From an optimization exercise on the open Yosys and OpenROAD flow, aimed at small area; shortcuts taken in it are not production practice.
In this exercise RTL edits were held to simulation tests only and were not proved equivalent to the original.
Power and IR drop assume default switching activity.

==> inputs of v26 <==
## cal_fp
module cal_fp(
    input clk,
    input rst,
    output logic [127:0] fp_data,
    output logic                fp_valid,
    input [511:0] din,
    input [127:0] din_valid,
    input  last
);
==> module cal_fp, before the edit <==
module cal_fp(
    input clk,
    input rst,
    output logic [127:0] fp_data,
    output logic                fp_valid,
    input [511:0] din,
    input [127:0] din_valid,
    input  last
);
logic [127:0] hit;
always_comb begin
    hit = '0;
    for (int k = 0; k < 128; k++)
        if (din_valid[k]) hit[16*(k/16) + din[4*k +: 4]] = 1'b1;
end
logic [127:0] s1, s2, s3, s4, s5, acc;
logic [4:0] last_p;
always @(posedge clk) begin
    s1 <= hit;
    s2 <= s1;
    s3 <= s2;
    s4 <= s3;
    s5 <= s4;
    last_p <= {last_p[3:0], last};
    if (rst || last_p[4])
        acc <= '0;
    else
        acc <= acc | s5;
    fp_data <= acc;
    fp_valid <= rst ? 1'b0 : last_p[4];
end
endmodule
clock: 4.0 ns
lec_check: 0
cap_margin: 20
core_margin: 2
core_utilization: 40
slew_margin: 20
run.sh (not shown) runs the stock make flow with config.mk's settings and CLKGATE_MAP_FILE= SYNTH_SCRIPT=/design/flow/synth_recipe.tcl, a recipe that flattens the netlist after the stock synthesis.
==> v30: changes against v26 <==
==> flow/design.v (replaced) <==
module cal_fp(
    input clk,
    input rst,
    output logic [127:0] fp_data,
    output logic                fp_valid,
    input [511:0] din,
    input [127:0] din_valid,
    input  last
);
logic [3:0] lo [128];
logic [3:0] hi [128];
logic [127:0] hit;
always_comb begin
    for (int k = 0; k < 128; k++)
        for (int a = 0; a < 4; a++) begin
            lo[k][a] = din[4*k +: 2] == a;
            hi[k][a] = din_valid[k] && din[4*k+2 +: 2] == a;
        end
    for (int b = 0; b < 8; b++)
        for (int c = 0; c < 4; c++)
            for (int a = 0; a < 4; a++) begin
                hit[16*b + 4*c + a] = 1'b0;
                for (int j = 0; j < 16; j++)
                    hit[16*b + 4*c + a] = hit[16*b + 4*c + a] | (lo[16*b+j][a] & hi[16*b+j][c]);
            end
end
logic [127:0] bank0, bank1, bank2;
logic [2:0] wp;           
logic [2:0] rp;           
logic first;              
logic [4:0] v_p;          
logic [4:0] n_p;          
wire [2:0] cur = first ? {wp[1:0], wp[2]} : wp;
wire [2:0] we = last ? 3'b000 : cur;
wire [2:0] ow = first ? we : 3'b000;
wire [2:0] rs = n_p[4] ? rp : 3'b000;
always @(posedge clk) begin
    bank0 <= (bank0 & {128{~ow[0]}}) | (hit & {128{we[0]}});
    bank1 <= (bank1 & {128{~ow[1]}}) | (hit & {128{we[1]}});
    bank2 <= (bank2 & {128{~ow[2]}}) | (hit & {128{we[2]}});
    fp_data <= (bank0 & {128{rs[0]}}) | (bank1 & {128{rs[1]}}) | (bank2 & {128{rs[2]}});
    if (rst) begin
        wp <= 3'b100;
        rp <= 3'b001;
        first <= 1'b1;
        v_p <= '0;
        n_p <= '0;
        fp_valid <= 1'b0;
    end else begin
        if (!last) wp <= cur;
        if (n_p[4]) rp <= {rp[1:0], rp[2]};
        first <= last;
        v_p <= {v_p[3:0], last};
        n_p <= {n_p[3:0], last & ~first};
        fp_valid <= v_p[4];
    end
end
endmodule
==> flow/flow/run.sh (new file) <==
#!/bin/bash
# The standard layout, with changes to how it is made:
# - after the standard synthesis, every combinational cell is swapped to the
#   drive-1 cell of the same function (flow/downsize.tcl); the later repair
#   steps upsize where timing, slew or capacitance need it;
# - ports are buffered with the smallest buffer (buf_1) instead of the one
#   buffer_ports picks;
# - clock tree synthesis clusters up to 15 flip-flops within 50 um under each
#   clkbuf_8 and inserts no dummy loads.
set -euo pipefail
export BUFFER_PORTS_ARGS="-buffer_cell sky130_fd_sc_hd__buf_1"
export CTS_ARGS="-sink_clustering_enable -sink_clustering_size 15 -sink_clustering_max_diameter 50 -repair_clock_nets -dont_use_dummy_load -buf_list {sky130_fd_sc_hd__clkbuf_8}"
bash standard.sh synth > standard_synth.log 2>&1
DS_ODB=orfs/results/$FLOW_PLATFORM/cal_fp/base/1_synth.odb \
  openroad -no_init -exit flow/downsize.tcl > downsize.log 2>&1
bash standard.sh > standard.log 2>&1
==> flow/flow/downsize.tcl (new file) <==
# Swap every combinational cell to the drive-1 cell of the same function
# (registers and clock cells are left alone); later repair steps upsize
# where timing or slew needs it.
set f $::env(DS_ODB)
read_db $f
set db [ord::get_db]
set block [ord::get_db_block]
set n 0
set before 0.0
set after 0.0
foreach inst [$block getInsts] {
  set master [$inst getMaster]
  set m [$master getName]
  if {[regexp {^(sky130_fd_sc_hd__([a-z0-9]+))_([0-9]+)$} $m -> base fn drive]} {
    if {$drive > 1 && ![regexp {^(df|sdf|edf|sedf|dl|sdl|clk|conb|tap|fill|decap|diode|lpflow|probe)} $fn]} {
      set new [$db findMaster ${base}_1]
      if {$new != "NULL"} {
        set a0 [expr {[$master getWidth] * [$master getHeight]}]
        set a1 [expr {[$new getWidth] * [$new getHeight]}]
        if {$a1 < $a0} {
          $inst swapMaster $new
          incr n
          set before [expr {$before + $a0 / 1e6}]
          set after [expr {$after + $a1 / 1e6}]
        }
      }
    }
  }
}
puts "downsize: swapped $n instances, area $before -> $after um2"
write_db $f
==> flow/standard.sh (new file) <==
#!/bin/bash
# synth_recipe.tcl (not shown) runs the flow's synth.tcl, then flattens the netlist and writes it again
# the make line also repeats each setting of config.mk as NAME=value (left out here)
make -C /OpenROAD-flow-scripts/flow DESIGN_CONFIG=/design/flow/config.mk WORK_HOME=/design/flow/orfs CLKGATE_MAP_FILE= SYNTH_SCRIPT=/design/flow/synth_recipe.tcl "${@:-finish}"
removed: flow/run.sh
==> notes.md <==
| quantity | v26 | v30 |
|---|---|---|
| Run status | finished clean | finished clean |
| GRT Total Usage | 40.5% | 33.8% |
| Detailed-routing wirelength on met1 | 80900 um | 62600 um |
| Number of vias after detailed routing | 44871 | 39939 |
| Synth Register Bits | 902 | 530 |
| Area Overhead vs Synth | 32.1% | 14.9% |
| Synthesized instance count | 4458 | 4301 |
| Compound-Gate Fraction of Synth Area | 18.9% | 27.7% |
| Share of total power in combinational logic | 16.2% | 26.2% |
| Worst rel slew slack | 12.3% | 29.8% |
| Power density over cell area | 448 nW/um^2 | 362 nW/um^2 |
| Cell variety after synth | 78 | 32 |
| Met2 track demand over resource | 63.9% | 53.2% |
| Clock Latency Late Sink | 700 ps | 640 ps |
| Number of buffers and inverters on the critical path | 3 | 1 |
| Launch instance of the worst register-to-register path | last_p[4]$_DFF_P_ | n_p[4]$_SDFF_PP0_ |
| Post-Place Cells | 6490 | 6026 |
| Power in sequential cells | 10.8 mW | 7.20 mW |
| Final setup margin | 757 ps | 1820 ps |
| Slowest stage delay, CP | 680 ps | 550 ps |
| Multiplexer share of the synthesized area | 0% | 0.0909% |
| Tot Pwr | 23.4 mW | 13.6 mW |
| Total of fill cells in the finished design | 8954 | 8405 |
| Die height | 318 um | 290 um |
| CP endpoint | s1[5]$_DFF_P_ | bank0[120]$_DFF_P_ |
| Data arrival time of the critical path | 3890 ps | 2690 ps |


==> branch yarrow <==
cal_fp with an RTL version that a note above also has.
==> module cal_fp, before the edit <==
module cal_fp(
    input clk,
    input rst,
    output logic [127:0] fp_data,
    output logic                fp_valid,
    input [511:0] din,
    input [127:0] din_valid,
    input  last
);
logic [3:0] lo [128];
logic [3:0] hi [128];
logic [127:0] hit;
always_comb begin
    for (int k = 0; k < 128; k++)
        for (int a = 0; a < 4; a++) begin
            lo[k][a] = din[4*k +: 2] == a;
            hi[k][a] = din_valid[k] && din[4*k+2 +: 2] == a;
        end
    for (int b = 0; b < 8; b++)
        for (int c = 0; c < 4; c++)
            for (int a = 0; a < 4; a++) begin
                hit[16*b + 4*c + a] = 1'b0;
                for (int j = 0; j < 16; j++)
                    hit[16*b + 4*c + a] = hit[16*b + 4*c + a] | (lo[16*b+j][a] & hi[16*b+j][c]);
            end
end
logic [127:0] bank0, bank1, bank2;
logic [2:0] wp;           
logic [2:0] rp;           
logic first;              
logic [4:0] v_p;          
logic [4:0] n_p;          
wire [2:0] cur = first ? {wp[1:0], wp[2]} : wp;
wire [2:0] we = last ? 3'b000 : cur;
wire [2:0] ow = first ? we : 3'b000;
wire [2:0] rs = n_p[4] ? rp : 3'b000;
always @(posedge clk) begin
    bank0 <= (bank0 & {128{~ow[0]}}) | (hit & {128{we[0]}});
    bank1 <= (bank1 & {128{~ow[1]}}) | (hit & {128{we[1]}});
    bank2 <= (bank2 & {128{~ow[2]}}) | (hit & {128{we[2]}});
    fp_data <= (bank0 & {128{rs[0]}}) | (bank1 & {128{rs[1]}}) | (bank2 & {128{rs[2]}});
    if (rst) begin
        wp <= 3'b100;
        rp <= 3'b001;
        first <= 1'b1;
        v_p <= '0;
        n_p <= '0;
        fp_valid <= 1'b0;
    end else begin
        if (!last) wp <= cur;
        if (n_p[4]) rp <= {rp[1:0], rp[2]};
        first <= last;
        v_p <= {v_p[3:0], last};
        n_p <= {n_p[3:0], last & ~first};
        fp_valid <= v_p[4];
    end
end
endmodule
export LEC_CHECK = 0
export CAP_MARGIN = 20
export CORE_MARGIN = 2
export CORE_UTILIZATION = 40
export SLEW_MARGIN = 20
create_clock -name core_clock -period 4.0 [get_ports {clk}]
standard.sh (not shown) runs the stock make flow with config.mk's settings and CLKGATE_MAP_FILE= SYNTH_SCRIPT=/design/flow/synth_recipe.tcl, a recipe that flattens the netlist after the stock synthesis.
==> flow/flow/run.sh <==
#!/bin/bash
# The standard layout, with two changes to how it is made: ports are buffered
# with the smallest buffer (buf_1) instead of the one buffer_ports picks, and
# clock tree synthesis inserts no dummy loads.
set -euo pipefail
export BUFFER_PORTS_ARGS="-buffer_cell sky130_fd_sc_hd__buf_1"
export CTS_ARGS="-sink_clustering_enable -repair_clock_nets -dont_use_dummy_load"
bash standard.sh > standard.log 2>&1
==> branch indigo: changes against branch yarrow <==
==> flow/design.v, changed modules only <==
module cal_fp(
    input clk,
    input rst,
    output logic [127:0] fp_data,
    output logic                fp_valid,
    input [511:0] din,
    input [127:0] din_valid,
    input  last
);
logic [3:0] nlo [128];
logic [3:0] nhi [128];
logic [127:0] nhit0, nhit1;    
logic [127:0] bank0, bank1, bank2;
logic [127:0] bank0_d, bank1_d, bank2_d, fp_d;
logic [2:0] wp;           
logic [2:0] rp;           
logic first;              
logic [4:0] v_p;          
logic [4:0] n_p;          
wire [2:0] cur = first ? {wp[1:0], wp[2]} : wp;
wire [2:0] we = last ? 3'b000 : cur;            
wire [2:0] keep = first ? ~we : 3'b111;         
wire [2:0] rs = n_p[4] ? rp : 3'b000;           
genvar gk, gb, gv, gh, gj;
generate
    for (gk = 0; gk < 128; gk++) begin : lane
        fp_lane u (.d(din[4*gk +: 4]), .v(din_valid[gk]), .nlo(nlo[gk]), .nhi(nhi[gk]));
    end
    for (gb = 0; gb < 8; gb++) begin : bucket
        for (gv = 0; gv < 16; gv++) begin : value
            for (gh = 0; gh < 2; gh++) begin : half
                logic [7:0] l, h;
                for (gj = 0; gj < 8; gj++) begin : input_j
                    assign l[gj] = nlo[16*gb + 8*gh + gj][gv % 4];
                    assign h[gj] = nhi[16*gb + 8*gh + gj][gv / 4];
                end
                if (gh == 0)
                    fp_half u (.nlo(l), .nhi(h), .nhit(nhit0[16*gb + gv]));
                else
                    fp_half u (.nlo(l), .nhi(h), .nhit(nhit1[16*gb + gv]));
            end
        end
    end
    for (gk = 0; gk < 128; gk++) begin : slice
        fp_slice u (
            .nhit0(nhit0[gk]), .nhit1(nhit1[gk]),
            .bank0(bank0[gk]), .bank1(bank1[gk]), .bank2(bank2[gk]),
            .we(we), .keep(keep), .rs(rs),
            .bank0_d(bank0_d[gk]), .bank1_d(bank1_d[gk]), .bank2_d(bank2_d[gk]), .fp_d(fp_d[gk])
        );
    end
endgenerate
always @(posedge clk) begin
    bank0 <= bank0_d;
    bank1 <= bank1_d;
    bank2 <= bank2_d;
    fp_data <= fp_d;
    if (rst) begin
        wp <= 3'b100;
        rp <= 3'b001;
        first <= 1'b1;
        v_p <= '0;
        n_p <= '0;
        fp_valid <= 1'b0;
    end else begin
        if (!last) wp <= cur;
        if (n_p[4]) rp <= {rp[1:0], rp[2]};
        first <= last;
        v_p <= {v_p[3:0], last};
        n_p <= {n_p[3:0], last & ~first};
        fp_valid <= v_p[4];
    end
end
endmodule
module fp_lane(
    input [3:0] d,
    input v,
    output logic [3:0] nlo,
    output logic [3:0] nhi
);
assign nlo[0] = d[1] | d[0];
assign nlo[1] = d[1] | ~d[0];
assign nlo[2] = ~d[1] | d[0];
assign nlo[3] = ~d[1] | ~d[0];
assign nhi[0] = ~v | d[3] | d[2];
assign nhi[1] = ~v | d[3] | ~d[2];
assign nhi[2] = ~v | ~d[3] | d[2];
assign nhi[3] = ~v | ~d[3] | ~d[2];
endmodule
module fp_half(
    input [7:0] nlo,
    input [7:0] nhi,
    output logic nhit
);
assign nhit = ~|(~nlo & ~nhi);
endmodule
module fp_slice(
    input nhit0,
    input nhit1,
    input bank0,
    input bank1,
    input bank2,
    input [2:0] we,
    input [2:0] keep,
    input [2:0] rs,
    output logic bank0_d,
    output logic bank1_d,
    output logic bank2_d,
    output logic fp_d
);
wire hit = ~(nhit0 & nhit1);
assign bank0_d = (bank0 & keep[0]) | (hit & we[0]);
assign bank1_d = (bank1 & keep[1]) | (hit & we[1]);
assign bank2_d = (bank2 & keep[2]) | (hit & we[2]);
assign fp_d = (bank0 & rs[0]) | (bank1 & rs[1]) | (bank2 & rs[2]);
endmodule
==> flow/flow/run.sh (replaced) <==
#!/bin/bash
# The standard layout, with changes to how it is made: ports are buffered with
# the smallest buffer (buf_1) instead of the one buffer_ports picks, clock tree
# synthesis builds the tree from clkbuf_4/clkbuf_8 and inserts no dummy loads,
# and global routing downsizes gates off the critical paths (RECOVER_POWER).
set -euo pipefail
export BUFFER_PORTS_ARGS="-buffer_cell sky130_fd_sc_hd__buf_1"
export CTS_ARGS="-sink_clustering_enable -repair_clock_nets -dont_use_dummy_load -buf_list {sky130_fd_sc_hd__clkbuf_4 sky130_fd_sc_hd__clkbuf_8}"
export RECOVER_POWER=100
bash standard.sh > standard.log 2>&1
- SYNTH_HIERARCHICAL: unset -> 1
==> branch lagoon: changes against branch yarrow <==
==> flow/run.sh (new file) <==
#!/bin/bash
# synth_recipe.tcl (not shown) runs the flow's synth.tcl, then flattens the netlist and writes it again
# the make line also repeats each setting of config.mk as NAME=value (left out here)
make -C /OpenROAD-flow-scripts/flow DESIGN_CONFIG=/design/flow/config.mk WORK_HOME=/design/flow/orfs CLKGATE_MAP_FILE= SYNTH_SCRIPT=/design/flow/synth_recipe.tcl finish
removed: flow/flow/run.sh
removed: flow/standard.sh
==> notes.md <==
|  | branch lagoon | branch indigo | branch yarrow |
|---|---|---|---|
| Half-perimeter wire length of the detailed placement result | 117.9 mm | 110.2 mm | 114.9 mm |
| Power drawn by the sequential cells | 0.00721 W | 0.00724 W | 0.00722 W |
| Share of synthesized area spent on multiplexers | 0.09089% | 0.1838% | 0.09089% |
| Placement Cell Area | 41,780 um2 | 37,240 um2 | 36,950 um2 |
| Fraction of synthesized cell area taken by the top area cell type | 32.12% | 32.47% | 32.12% |
| Power Combinational | 0.00402 W | 0.00371 W | 0.00357 W |
| Shortest clock period the worst path allows after layout | 2.479 ns | 2.945 ns | 2.237 ns |
| Tot GR Track Use | 33.87% | 31.33% | 32.71% |
| Result of the run | finished clean | complete, but fails checks | finished clean |
| Layout check failures | - | capacitance limit, slew limit | - |
| Basic-gate share of the synthesized area counting and, or, nand and nor cells | 38.30% | 31.91% | 38.30% |
| Post-Syn Instances | 4,301 | 3,643 | 4,301 |
| Count of plain and timing-repair buffers in the layout | 789 | 793 | 788 |
| Reg-to-reg critical path endpoint | bank2[45] | bank0[76] | bank1[43] |
| Number of standard cells in the final layout excluding fillers | 6,141 | 5,618 | 6,102 |
| Highest clock rate | 0.4034 GHz | 0.3396 GHz | 0.4470 GHz |
| Non-clock inverter total of the final layout | 1 | 131 | 1 |
| Routability cong. | 1.118 | 1.062 | 1.073 |
| Seq/Total Area, Yosys | 32.12% | 32.47% | 32.12% |
| Buffering overhead | 18.20% | 8.243% | 8.151% |
| Synth cell types | 32 | 25 | 32 |
| Clock tree root buffer cell | clkbuf_16 | clkbuf_8 | clkbuf_16 |
| Pin count of the biggest net entering global routing | 73 | 130 | 97 |
| Total inserted antenna cells | 12 | 40 | 19 |

[what the ideal ports hide]
Ports are ideal in the flow. The routed layouts listed here were re-timed in OpenROAD.
Step 1: set_driving_cell puts a clkbuf_16 on clk and a buf_2 on each other input, an assumption about the parent block.
Step 2 moves the port delays by t, midway between the first and last clock arrival at a register: inputs arrive t later, outputs are due t later. That takes back most of the time a late clock gives input paths.
Slacks: no drivers / after step 1 / after step 2; pairs: no drivers / after step 1.
run | t (ns) | setup WS [ns] | slew at the worst register clock pin (ns)
v26 | 0.744 | 0.757 / 0.700 / -0.044 | 0.08 / 0.08
v30 | 0.680 | 1.821 / 1.804 / 1.124 | 0.10 / 0.10
branch yarrow | 0.641 | 1.763 / 1.745 / 1.104 | 0.07 / 0.07
branch indigo | 0.699 | 1.055 / 1.055 / 0.485 | 0.07 / 0.07
branch lagoon | 0.653 | 1.521 / 1.455 / 0.833 | 0.07 / 0.07
Met with ideal ports but missed after step 2: setup timing in v26. For v26, which loses most, drivers alone change the setup slack by -0.057 ns; drivers and shift together by -0.801 ns.
